Source: an optimization exercise on an open RTL-to-GDS flow (aim: small area and a short achievable clock period). Production flows keep margins and buffers that such runs may drop. In this exercise RTL edits were held to simulation tests only and were not proved equivalent to the original. The clock port is modelled as an ideal driver, which makes a skipped or thinned clock tree look cheaper than it is; a real chip needs a root buffer or a tree. Power is estimated from default activity; no workload was simulated.

## fifo_32
module fifo_32(
	clock,
	reset,
	write,
	datain,
	read,
	dataout,
	full,
	empty
	);
	input clock;
	input reset;
	input write, read;
	input [7:0] datain;
	output [7:0] dataout;
	output full, empty;
	reg [255:0] buffer;
	reg [3:0] wLo;
	reg [7:0] wHi;
	reg [31:0] rSel;
	reg [4:0] cnt;
	reg fullR, emptyR, nFull, nEmpty, aeR, afR;
	reg [7:0] dataoutReg;
	assign dataout = dataoutReg;
	assign full = fullR;
	assign empty = emptyR;
	wire writeEn = write & nFull;
	wire readEn = read & nEmpty;
	wire [4:0] cntInc, cntDec;
	wire eq2, eq30;
	fifo_32_pre u_pre(
		.cnt(cnt), .cntInc(cntInc), .cntDec(cntDec),
		.eq2(eq2), .eq30(eq30));
	wire wAdv = writeEn & ~reset;
	wire wHold = ~writeEn & ~reset;
	wire wWrap = writeEn & wLo[3];
	wire wHiAdv = wWrap & ~reset;
	wire wHiHold = ~wWrap & ~reset;
	wire [3:0] wLoNext;
	wire [7:0] wHiNext;
	wire [7:0] wHiF = wHi & {8{nFull}};
	genvar g, b;
	generate
		for (g = 0; g < 4; g = g + 1) begin : gwlo
			wire ring;
			fifo_32_ao22 u_s(
				.a(wAdv), .b(wLo[(g + 3) % 4]),
				.c(wHold), .d(wLo[g]), .y(ring));
			if (g == 0) begin : g0
				assign wLoNext[g] = ring | reset;
			end else begin : gn
				assign wLoNext[g] = ring;
			end
		end
		for (g = 0; g < 8; g = g + 1) begin : gwhi
			wire ring;
			fifo_32_ao22 u_s(
				.a(wHiAdv), .b(wHi[(g + 7) % 8]),
				.c(wHiHold), .d(wHi[g]), .y(ring));
  ...
For scale: roughly 22 I/O pins.
export LEC_CHECK = 0
export CAP_MARGIN = 20
export CORE_MARGIN = 2
export CORE_UTILIZATION = 60
export SETUP_SLACK_MARGIN = 2.1
export SLEW_MARGIN = 20
export SYNTH_HIERARCHICAL = 1
export TNS_END_PERCENT = 30
create_clock -name core_clock -period 3.5 [get_ports {clock}]
standard.sh (not shown) runs the stock make flow with config.mk's settings and CLKGATE_MAP_FILE= SYNTH_SCRIPT=/design/flow/synth_recipe.tcl, a recipe that flattens the netlist after the stock synthesis.
==> flow/flow/run.sh <==
#!/bin/bash
# Standard layout (the standard.sh) with these changes:
#  - flow/fp_pre.tcl sets the synthesised combinational cells to drive
#    strength 1 before floorplanning (the resizer upsizes what timing needs);
#  - port buffers are buf_2 (the default choice is a slow delay cell);
#  - the clock tree is built without dummy loads, from larger sink clusters;
#  - flow/cts_pre.tcl then removes the middle level of the clock tree, so the
#    root buffer drives the leaf buffers directly (every register still sees
#    two buffers from the clock port, balanced), and splits the root into one
#    root buffer per quadrant, each driven by the clock port.
set -uo pipefail
HERE=$(pwd)
bash standard.sh "BUFFER_PORTS_ARGS=-buffer_cell sky130_fd_sc_hd__buf_2" \
  "PRE_FLOORPLAN_TCL=$HERE/flow/fp_pre.tcl" \
  "PRE_CTS_TCL=$HERE/flow/cts_pre.tcl" \
  "CTS_ARGS=-sink_clustering_enable -repair_clock_nets -dont_use_dummy_load -sink_clustering_size 30 -sink_clustering_max_diameter 100 -buf_list sky130_fd_sc_hd__clkbuf_16" \
  finish > make_finish.log 2>&1
Other scripts of this flow, unchanged in this note and not shown: flow/flow/cts_pre.tcl, flow/flow/fp_pre.tcl
The baseline finished clean.
==> next run, changes <==
Settings changed: SETUP_SLACK_MARGIN 2.1 to 2.04, TNS_END_PERCENT 30 to default.
After rerunning:
- The changed run completed with no timing, DRC or antenna violations
- cell count is about the same
- worst setup slack loses 0.030 ns
- final area drops by 1.1%
- routed wire length drops by 1.4%
==> next run, changes <==
--- a/flow/flow/run.sh
+++ b/flow/flow/run.sh
@@ -15,3 +15,3 @@
   "PRE_CTS_TCL=$HERE/flow/cts_pre.tcl" \
-  "CTS_ARGS=-sink_clustering_enable -repair_clock_nets -dont_use_dummy_load -sink_clustering_size 30 -sink_clustering_max_diameter 100 -buf_list sky130_fd_sc_hd__clkbuf_16" \
+  "CTS_ARGS=-sink_clustering_enable -repair_clock_nets -dont_use_dummy_load -sink_clustering_size 20 -sink_clustering_max_diameter 80 -buf_list sky130_fd_sc_hd__clkbuf_16" \
   finish > make_finish.log 2>&1
Settings changed: SETUP_SLACK_MARGIN 2.04 to 2.1.
Outcome:
- The changed run passed the timing, design-rule and antenna checks
- combinational power is about the same
- routed wire length increases by 3.8%
- setup slack is better by 0.0059 ns
- total power increases by 5.7%
- critical path depth goes up by 2
- via count climbs by 1.4%
- first-iteration DRC count falls by 9.6%
==> next run, changes <==
--- a/flow/flow/run.sh
+++ b/flow/flow/run.sh
@@ -15,3 +15,3 @@
   "PRE_CTS_TCL=$HERE/flow/cts_pre.tcl" \
-  "CTS_ARGS=-sink_clustering_enable -repair_clock_nets -dont_use_dummy_load -sink_clustering_size 20 -sink_clustering_max_diameter 80 -buf_list sky130_fd_sc_hd__clkbuf_16" \
+  "CTS_ARGS=-sink_clustering_enable -repair_clock_nets -dont_use_dummy_load -sink_clustering_size 30 -sink_clustering_max_diameter 100 -buf_list sky130_fd_sc_hd__clkbuf_16" \
   finish > make_finish.log 2>&1
Settings changed: SETUP_SLACK_MARGIN 2.1 to 2.2.
Core utilization is higher by 5.3 points.
Combinational power is higher by about 30%.
Power is lower by 3.3%.
Wire length is higher by 5.9%.
Worst setup slack improved by 0.016 ns.
Cell area is higher by 7.5%.
Via count is higher by about 3.5%.
Cell count is higher by about 2.5%.
==> next run, changes <==
--- a/flow/flow/run.sh
+++ b/flow/flow/run.sh
@@ -4,3 +4,4 @@
 #    strength 1 before floorplanning (the resizer upsizes what timing needs);
-#  - port buffers are buf_2 (the default choice is a slow delay cell);
+#  - input port buffers are buf_2 (the default choice is a slow delay cell),
+#    output port buffers are then sized to buf_4 (flow/rs_pre.tcl);
 #  - the clock tree is built without dummy loads, from larger sink clusters;
@@ -13,2 +14,3 @@
 bash standard.sh "BUFFER_PORTS_ARGS=-buffer_cell sky130_fd_sc_hd__buf_2" \
+  "PRE_RESIZE_TCL=$HERE/flow/rs_pre.tcl" \
   "PRE_FLOORPLAN_TCL=$HERE/flow/fp_pre.tcl" \
==> flow/flow/rs_pre.tcl (new file) <==
# Size the output port buffers (made as buf_2 by buffer_ports) to buf_4.
set my_db [ord::get_db]
set my_buf4 [$my_db findMaster sky130_fd_sc_hd__buf_4]
foreach bt [[ord::get_db_block] getBTerms] {
  if {[$bt getIoType] ne "OUTPUT"} { continue }
  set net [$bt getNet]
  foreach it [$net getITerms] {
    if {![$it isOutputSignal]} { continue }
    set inst [$it getInst]
    if {[[$inst getMaster] getName] eq "sky130_fd_sc_hd__buf_2"} {
      $inst swapMaster $my_buf4
      puts "rs_pre: [$inst getName] -> buf_4"
    }
  }
}
Settings changed: SETUP_SLACK_MARGIN 2.2 to 2.1.
Effect:
- The changed run finished with timing, DRC and antenna clean
- wire length is lower by a few percent
- global-route usage is lower by 0.76 points
- critical path depth is unchanged
- first-iteration DRC count is lower by a little under a tenth
- setup slack got worse by 0.0076 ns
- power is lower slightly
- via count is lower by a few percent
==> next run, changes <==
--- a/flow/flow/run.sh
+++ b/flow/flow/run.sh
@@ -4,4 +4,3 @@
 #    strength 1 before floorplanning (the resizer upsizes what timing needs);
-#  - input port buffers are buf_2 (the default choice is a slow delay cell),
-#    output port buffers are then sized to buf_4 (flow/rs_pre.tcl);
+#  - port buffers are buf_2 (the default choice is a slow delay cell);
 #  - the clock tree is built without dummy loads, from larger sink clusters;
@@ -14,3 +13,2 @@
 bash standard.sh "BUFFER_PORTS_ARGS=-buffer_cell sky130_fd_sc_hd__buf_2" \
-  "PRE_RESIZE_TCL=$HERE/flow/rs_pre.tcl" \
   "PRE_FLOORPLAN_TCL=$HERE/flow/fp_pre.tcl" \
Settings changed: CORE_UTILIZATION 60 to 70.
removed: flow/flow/rs_pre.tcl
The changed run went through all stages and came out clean.
Cell count falls by 0.41%.
Via count rises by 1.5%.
Core utilization rises by 11 points.
Power barely changes.
Design area rises by 0.43%.
Die area falls by 14%.
Hold slack gains 0.0047 ns.
Worst setup slack gains 0.022 ns.
Synthesized cell count is unchanged.

fifo_32, a different RTL version from the one above (not shown whole).
For scale: about 22 I/O pins.
Settings: LEC_CHECK=0, CAP_MARGIN=20, CORE_MARGIN=2, CORE_UTILIZATION=60, SETUP_SLACK_MARGIN=2.06, SLEW_MARGIN=20, SYNTH_HIERARCHICAL=1; clock period 3.5 ns.
==> flow/flow/run.sh <==
#!/bin/bash
# Standard layout (the standard.sh) with these changes:
#  - flow/fp_pre.tcl sets the synthesised combinational cells to drive
#    strength 1 before floorplanning (the resizer upsizes what timing needs);
#  - port buffers are buf_2 (the default choice is a slow delay cell);
#  - the clock tree is built without dummy loads, from larger sink clusters;
#  - flow/cts_pre.tcl then removes the middle level of the clock tree, so the
#    root buffer drives the leaf buffers directly (every register still sees
#    two buffers from the clock port, balanced), and splits the root into one
#    root buffer per quadrant, each driven by the clock port.
set -uo pipefail
HERE=$(pwd)
bash standard.sh "BUFFER_PORTS_ARGS=-buffer_cell sky130_fd_sc_hd__buf_2" \
  "PRE_FLOORPLAN_TCL=$HERE/flow/fp_pre.tcl" \
  "PRE_CTS_TCL=$HERE/flow/cts_pre.tcl" \
  "CTS_ARGS=-sink_clustering_enable -repair_clock_nets -dont_use_dummy_load -sink_clustering_size 25 -sink_clustering_max_diameter 100 -buf_list sky130_fd_sc_hd__clkbuf_16" \
  finish > make_finish.log 2>&1
Other scripts of this flow, unchanged in this note and not shown: flow/flow/cts_pre.tcl, flow/flow/fp_pre.tcl
The baseline completed with no timing, DRC or antenna violations.
Then changed:
--- a/flow/flow/run.sh
+++ b/flow/flow/run.sh
@@ -16 +16 @@
-  "CTS_ARGS=-sink_clustering_enable -repair_clock_nets -dont_use_dummy_load -sink_clustering_size 25 -sink_clustering_max_diameter 100 -buf_list sky130_fd_sc_hd__clkbuf_16" \
+  "CTS_ARGS=-sink_clustering_enable -repair_clock_nets -dont_use_dummy_load -sink_clustering_size 30 -sink_clustering_max_diameter 100 -buf_list sky130_fd_sc_hd__clkbuf_16" \
- SETUP_SLACK_MARGIN: 2.06 -> 2.1
The changed run completed with no timing, DRC or antenna violations.
Utilization rose by 0.55 points.
Wire length rose by 0.56%.
Design area rose by 0.79%.
Worst setup slack degrades by 0.017 ns.
Worst hold slack improves by 0.0045 ns.
Final cell count rose by 0.49%.
Fmax fell by 1.2%.
Sequential share of layout area fell by 0.34 points.
Power fell by 1.8%.
Then changed:
- SETUP_SLACK_MARGIN: 2.1 -> 2.06
Result:
- total power is about the same
- hold slack is worse by 0.0059 ns
- global-route usage decreases by 0.19 points

The RTL this note starts from:
==> flow/design.v <==
module fifo_32_pre(
	input [4:0] cnt,
	input [4:0] wPtr,
	input nFull,
	output [4:0] cntInc,
	output [4:0] cntDec,
	output [4:0] wInc,
	output eq2,
	output eq30,
	output [3:0] wLo,
	output [7:0] wHi
	);
	assign cntInc = cnt + 5'd1;
	assign cntDec = cnt - 5'd1;
	assign wInc = wPtr + 5'd1;
	assign eq2 = (cnt == 5'd2);
	assign eq30 = (cnt == 5'd30);
	assign wLo = 4'd1 << wPtr[1:0];
	assign wHi = {7'd0, nFull} << wPtr[4:2];
endmodule
module fifo_32_nand4(
	input a,
	input b,
	input c,
	input d,
	output y
	);
	assign y = ~(a & b & c & d);
endmodule
module fifo_32_nor2(
	input a,
	input b,
	output y
	);
	assign y = ~(a | b);
endmodule
module fifo_32_ao22(
	input a,
	input b,
	input c,
	input d,
	output y
	);
	assign y = (a & b) | (c & d);
endmodule
module fifo_32_oa21(
	input a,
	input b,
	input c,
	output y
	);
	assign y = (a | b) & c;
endmodule
module fifo_32_and3(
	input a,
	input b,
	input c,
	output y
	);
	assign y = a & b & c;
endmodule
module fifo_32(
	clock,
	reset,
	write,
	datain,
	read,
	dataout,
	full,
	empty
	);
	input clock;
	input reset;
	input write, read;
	input [7:0] datain;
	output [7:0] dataout;
	output full, empty;
	reg [255:0] buffer;
	reg [4:0] wPtr;
	reg [31:0] rSel;
	reg [4:0] cnt;
	reg fullR, emptyR, nFull, nEmpty, aeR, afR;
	reg [7:0] dataoutReg;
	assign dataout = dataoutReg;
	assign full = fullR;
	assign empty = emptyR;
	wire writeEn = write & nFull;
	wire readEn = read & nEmpty;
	wire [4:0] cntInc, cntDec, wInc;
	wire eq2, eq30;
	wire [3:0] wLo;
	wire [7:0] wHi;
	fifo_32_pre u_pre(
		.cnt(cnt), .wPtr(wPtr), .nFull(nFull),
		.cntInc(cntInc), .cntDec(cntDec), .wInc(wInc),
		.eq2(eq2), .eq30(eq30), .wLo(wLo), .wHi(wHi));
	wire [31:0] rowWe;
	genvar g;
	generate
		for (g = 0; g < 32; g = g + 1) begin : gwe
			fifo_32_and3 u_we(.a(write), .b(wLo[g % 4]), .c(wHi[g / 4]), .y(rowWe[g]));
		end
	endgenerate
	integer k;
	always @(posedge clock) begin
		for (k = 0; k < 32; k = k + 1)
			if (rowWe[k])
				buffer[8*k +: 8] <= datain;
	end
	wire [8*16-1:0] pair;
	wire [8*8-1:0] quadN;
	wire [8*2-1:0] half;
	wire readOk = read & nEmpty & ~reset;
	wire [7:0] dataoutNext;
	genvar b;
	generate
		for (b = 0; b < 8; b = b + 1) begin : gbit
			for (g = 0; g < 16; g = g + 1) begin : gpair
				fifo_32_ao22 u_p(
					.a(buffer[16*g + b]), .b(rSel[2*g]),
					.c(buffer[16*g + 8 + b]), .d(rSel[2*g+1]),
					.y(pair[8*g + b]));
			end
			for (g = 0; g < 8; g = g + 1) begin : gquad
				fifo_32_nor2 u_q(
					.a(pair[16*g + b]), .b(pair[16*g + 8 + b]),
					.y(quadN[8*g + b]));
			end
			for (g = 0; g < 2; g = g + 1) begin : ghalf
				fifo_32_nand4 u_h(
					.a(quadN[32*g + b]), .b(quadN[32*g + 8 + b]),
					.c(quadN[32*g + 16 + b]), .d(quadN[32*g + 24 + b]),
					.y(half[8*g + b]));
			end
			fifo_32_oa21 u_d(.a(half[b]), .b(half[8 + b]), .c(readOk), .y(dataoutNext[b]));
		end
	endgenerate
	wire rAdv = readEn & ~reset;
	wire rHold = ~readEn & ~reset;
	wire [31:0] rSelNext;
	generate
		for (g = 0; g < 32; g = g + 1) begin : gsel
			wire ring;
			fifo_32_ao22 u_s(
				.a(rAdv), .b(rSel[(g + 31) % 32]),
				.c(rHold), .d(rSel[g]), .y(ring));
			if (g == 0) begin : g0
				assign rSelNext[g] = ring | reset;
			end else begin : gn
				assign rSelNext[g] = ring;
			end
		end
	endgenerate
	always @(posedge clock) begin
		rSel <= rSelNext;
		dataoutReg <= dataoutNext;
	end
	wire onlyW = writeEn & ~readEn;
	wire onlyR = readEn & ~writeEn;
	wire emptyNext = ~writeEn & (~nEmpty | (read & aeR));
	wire fullNext = ~readEn & (~nFull | (write & afR));
	always @(posedge clock) begin
		if (reset) begin
			wPtr <= 5'd0;
			cnt <= 5'd0;
			fullR <= 1'b0;
			nFull <= 1'b1;
			emptyR <= 1'b1;
			nEmpty <= 1'b0;
			aeR <= 1'b0;
			afR <= 1'b0;
		end
		else begin
			if (writeEn) wPtr <= wInc;
			if (onlyW) cnt <= cntInc;
			else if (onlyR) cnt <= cntDec;
			emptyR <= emptyNext;
			nEmpty <= ~emptyNext;
			fullR <= fullNext;
			nFull <= ~fullNext;
			if (onlyW) begin
				aeR <= ~nEmpty;
				afR <= eq30;
			end
			else if (onlyR) begin
				aeR <= eq2;
				afR <= ~nFull;
			end
		end
	end
endmodule
==> flow/config.mk <==
export PLATFORM = sky130hd
export DESIGN_NAME = fifo_32
export DESIGN_NICKNAME = fifo_32
export VERILOG_FILES = /design/flow/design.v
export SDC_FILE = /design/flow/constraint.sdc
export NUM_CORES = 4
export LEC_CHECK = 0
export CAP_MARGIN = 20
export CORE_MARGIN = 2
export CORE_UTILIZATION = 60
export SETUP_SLACK_MARGIN = 2.0
export SLEW_MARGIN = 20
export SYNTH_HIERARCHICAL = 1
==> flow/constraint.sdc <==
create_clock -name core_clock -period 3.5 [get_ports {clock}]
set_input_delay 0.7000 -clock core_clock [delete_from_list [all_inputs] [get_ports {clock}]]
set_output_delay 0.7000 -clock core_clock [all_outputs]
set_load 0.01 [all_outputs]
==> flow/flow/run.sh <==
#!/bin/bash
# Standard layout (the standard.sh) with three changes:
#  - port buffers are buf_2 (the default choice is a slow delay cell);
#  - the clock tree is built without dummy loads, from larger sink clusters;
#  - flow/cts_pre.tcl then removes the middle level of the clock tree, so the
#    root buffer drives the leaf buffers directly (every register still sees
#    two buffers from the clock port, balanced).
set -uo pipefail
HERE=$(pwd)
bash standard.sh "BUFFER_PORTS_ARGS=-buffer_cell sky130_fd_sc_hd__buf_2" \
  "PRE_CTS_TCL=$HERE/flow/cts_pre.tcl" \
  "CTS_ARGS=-sink_clustering_enable -repair_clock_nets -dont_use_dummy_load -sink_clustering_size 30 -sink_clustering_max_diameter 100 -buf_list sky130_fd_sc_hd__clkbuf_16" \
  finish > make_finish.log 2>&1
Other scripts of this flow, unchanged in this note and not shown: flow/flow/cts_pre.tcl
Next try:
- CORE_UTILIZATION: 60 -> 40
The changed run finished clean.
Wire length grows slightly.
Non-clock buffer count goes up by 3.
First-iteration DRC count goes up by about a fifth.
Critical path depth is unchanged.

port drivers added, routing unchanged:
How much do the figures lean on ideal ports? The routed layouts below were timed once more, with nothing changed but the port constraints. Step 1 sets driving cells, clkbuf_16 on the clock port and buf_2 on the other inputs (assumed; they add their load-dependent delay and slew). Step 2 adds t to the input delays and takes it off the output delays; t is the mean of the earliest and latest rising clock arrival at the registers after step 1. Input paths then give back, and output paths get back, about the clock's delay inside the block. Slacks: ideal / step 1 / step 2; pairs: ideal / step 1.
| run | t (ns) | setup slack, ns | hold slack, ns |
|---|---|---|---|
| the first run of note 1 | 0.398 | 2.035 / 1.941 / 1.650 | 0.476 / 0.476 / 0.476 |
| the second run of note 1 | 0.415 | 2.005 / 1.905 / 1.608 | 0.481 / 0.481 / 0.481 |
| the third run of note 1 | 0.406 | 2.011 / 1.952 / 1.614 | 0.479 / 0.479 / 0.479 |
| the fourth run of note 1 | 0.412 | 2.026 / 1.927 / 1.640 | 0.481 / 0.481 / 0.481 |
| the fifth run of note 1 | 0.411 | 2.019 / 1.923 / 1.656 | 0.478 / 0.478 / 0.478 |
| the sixth run of note 1 | 0.411 | 2.041 / 1.937 / 1.639 | 0.483 / 0.483 / 0.483 |
| the first run of note 2 | 0.406 | 2.047 / 1.947 / 1.607 | 0.478 / 0.478 / 0.478 |
| the second run of note 2 | 0.401 | 2.030 / 1.936 / 1.602 | 0.482 / 0.482 / 0.482 |
| the third run of note 2 | 0.406 | 2.030 / 1.929 / 1.643 | 0.476 / 0.476 / 0.476 |
| the first run of note 3 | 0.455 | 1.908 / 1.864 / 1.592 | 0.495 / 0.495 / 0.495 |
| the second run of note 3 | 0.468 | 1.886 / 1.841 / 1.534 | 0.495 / 0.495 / 0.495 |
After both steps setup and hold are still met in every run listed. For the first run of note 2, which loses most, drivers alone change the setup slack by -0.100 ns; drivers and shift together by -0.440 ns.
